This design comes from an exercise in tuning for small area on the open sky130 flow, not from production work. In this exercise RTL edits were held to simulation tests only and were not proved equivalent to the original. Power and IR drop assume default switching activity.

## synth_top
module synth_top(
 input 		  	reset_io,
 input		  	clk_io,	 
 input 	[15:0] 		data_in_io,
 output [15:0] 		data_out_io, 
 output [9:0]  		addr_out_io,
 output 		core_to_mem_enable_io,
 input		  	sda_read_io,
 input		  	scl_read_io,
 output			sda_out_io,
 output			scl_out_io,
 output 		pwm0_io,
 output 		pwm1_io,
 output 		pwm2_io,
 output 		pwm3_io,
 output 		pwm4_io,
 output 		pwm5_io,
 output 		pwm6_io,
 output 		pwm7_io
);
wire 			i2c_ack_fail;
wire [8:0]		i2c_addr_wire;
wire [15:0]		core_to_r0;
wire [15:0]		core_to_r1;
wire [15:0]		core_to_r2;
wire [15:0]		core_to_r3;
wire [15:0]		core_to_r4;
wire [15:0]		core_to_r5;
wire [15:0]		core_to_r6;
wire [15:0]		core_to_r7;
wire 			i2c_to_core_WE;
wire [7:0]		i2c_to_core_data_wire;
wire [7:0]		core_to_i2c_data_wire;
wire [7:0]		i2c_to_core_reg_addr_wire;
Core c1(
  .clk							(clk_io),
  .rst							(reset_io),
  .i2c_wr_en						(i2c_to_core_WE),
  .mem_to_core_data				(data_in_io),           
  .core_to_mem_data				(data_out_io),           
  .core_to_mem_address			(addr_out_io),       	  
  .core_to_mem_write_enable		(core_to_mem_enable_io), 		  
  .i2c_ack_fail					(i2c_ack_fail),
  .i2c_to_core_data				(i2c_to_core_data_wire),    
  .core_to_i2c_data				(core_to_i2c_data_wire),      
  .i2c_reg_addr					(i2c_to_core_reg_addr_wire),    
  .i2c_addr						(i2c_addr_wire),
  .pwm_reg0						(core_to_r0),
  .pwm_reg1						(core_to_r1),
  .pwm_reg2						(core_to_r2),
  .pwm_reg3						(core_to_r3),
  .pwm_reg4						(core_to_r4),
  .pwm_reg5						(core_to_r5),
  .pwm_reg6						(core_to_r6),
  .pwm_reg7						(core_to_r7));
pwm p0	  (	
			.clk				(clk_io), 
			.reset				(reset_io), 
			.pwm_reg			(core_to_r0),
			.pwm_out			(pwm0_io)
		  );
pwm p1	  (	
			.clk				(clk_io), 
			.reset				(reset_io), 
			.pwm_reg			(core_to_r1),
			.pwm_out			(pwm1_io)
		  );
pwm p2	  (	
			.clk				(clk_io), 
			.reset				(reset_io), 
			.pwm_reg			(core_to_r2),
			.pwm_out			(pwm2_io)
		  );
pwm p3	  (	
			.clk				(clk_io), 
			.reset				(reset_io), 
			.pwm_reg			(core_to_r3),
			.pwm_out			(pwm3_io)
		  );
pwm p4	  (	
			.clk				(clk_io), 
			.reset				(reset_io), 
			.pwm_reg			(core_to_r4),
			.pwm_out			(pwm4_io)
		  );
pwm p5	  (	
			.clk				(clk_io), 
			.reset				(reset_io), 
			.pwm_reg			(core_to_r5),
			.pwm_out			(pwm5_io)
		  );
pwm p6	  (	
			.clk				(clk_io), 
  ...
For scale: roughly 390 flip-flops, roughly 57 I/O pins, about 20,000 um^2 of cells after synthesis.
Settings: LEC_CHECK=0, CAP_MARGIN=20, CORE_MARGIN=2, CORE_UTILIZATION=66, SLEW_MARGIN=20; clock period 10.0 ns.
standard.sh (not shown) runs the stock make flow with config.mk's settings and CLKGATE_MAP_FILE= SYNTH_SCRIPT=/design/flow/synth_recipe.tcl, a recipe that flattens the netlist after the stock synthesis.
==> flow/flow/run.sh <==
#!/bin/bash
# Own flow: the standard layout (standard.sh) with these changes:
#  - synthesis: Yosys's ABC mapping step uses an area-oriented script
#    (flow/abc_area.script) in place of ORFS's speed script; everything else,
#    registers included, is the standard synthesis;
#  - port buffers are sky130_fd_sc_hd__buf_1 (every port still gets one);
#  - clock tree: clkbuf_8 buffers, sinks clustered by 16 within 60 um, no
#    dummy loads;
#  - after global routing, gates on paths with slack are downsized (ORFS's
#    RECOVER_POWER step), then flow/post_grt.tcl repairs slew and
#    capacitance again.
# Each make run writes its full output to a log file here; ORFS's per-step
# logs are under orfs/logs/.
set -euo pipefail
W=$(pwd)
rm -rf "$W/scripts_area"
cp -r "$FLOW_HOME/scripts" "$W/scripts_area"
cp "$W/flow/abc_area.script" "$W/scripts_area/abc_speed.script"
VARS=(
  "SCRIPTS_DIR=$W/scripts_area"
  "BUFFER_PORTS_ARGS=-buffer_cell sky130_fd_sc_hd__buf_1"
  "RECOVER_POWER=100"
  "POST_GLOBAL_ROUTE_TCL=$W/flow/post_grt.tcl"
  "CTS_ARGS=-sink_clustering_enable -repair_clock_nets -dont_use_dummy_load -buf_list sky130_fd_sc_hd__clkbuf_8 -sink_clustering_size 16 -sink_clustering_max_diameter 60"
)
bash "$W/standard.sh" "${VARS[@]}" synth > "$W/log_synth.txt" 2>&1
bash "$W/standard.sh" "${VARS[@]}" finish > "$W/log_layout.txt" 2>&1
==> flow/flow/abc_area.script <==
strash
&get -n
&st
&deepsyn -T 60
&dch -f
&nf -p -R 1000 -C 32
&put
==> flow/flow/post_grt.tcl <==
# After ORFS's power recovery (which downsizes gates on paths with slack),
# repair any slew or capacitance violation it left, then legalize and
# re-route the nets that changed.
log_cmd global_route -start_incremental
log_cmd estimate_parasitics -global_routing
repair_design_helper
log_cmd detailed_placement
log_cmd global_route -end_incremental
log_cmd estimate_parasitics -global_routing
==> next run, changes <==
Settings changed: CORE_UTILIZATION 66 to 60.
The new run finished with timing, DRC and antenna clean.
Die area goes up by 9.9%.
Final cell count grows by 2.5%.
Total power barely changes.
Worst setup slack is worse by 0.21 ns.
Core utilization goes down by 6.6 points.
Wire length barely changes.

-- static timing again, ports no longer ideal --
Ports are ideal in the flow. The routed layouts listed here were re-timed in OpenROAD.
Step 1 sets driving cells, clkbuf_16 on the clock port and buf_2 on the other inputs (assumed; they add their load-dependent delay and slew).
Step 2, shift: input delay + t, output delay - t, t = (earliest + latest rising clock arrival at the registers) / 2. This alone moves slack from input paths to output paths.
a / b / c = ideal / step 1 / step 2; a / b = the first two.
| run | t (ns) | slack for setup (ns) | worst setup path at the end | worst slew at a driven data input, ns |
|---|---|---|---|---|
| the first run | 0.602 | 0.835 / 0.859 / 0.257 | input to register | 0.03 |
| the second run | 0.634 | 0.621 / 0.647 / 0.013 | input to register | 0.04 |
After both steps setup and hold are still met in every run listed. For the second run, which loses most, drivers alone change the setup slack by +0.026 ns; drivers and shift together by -0.608 ns.
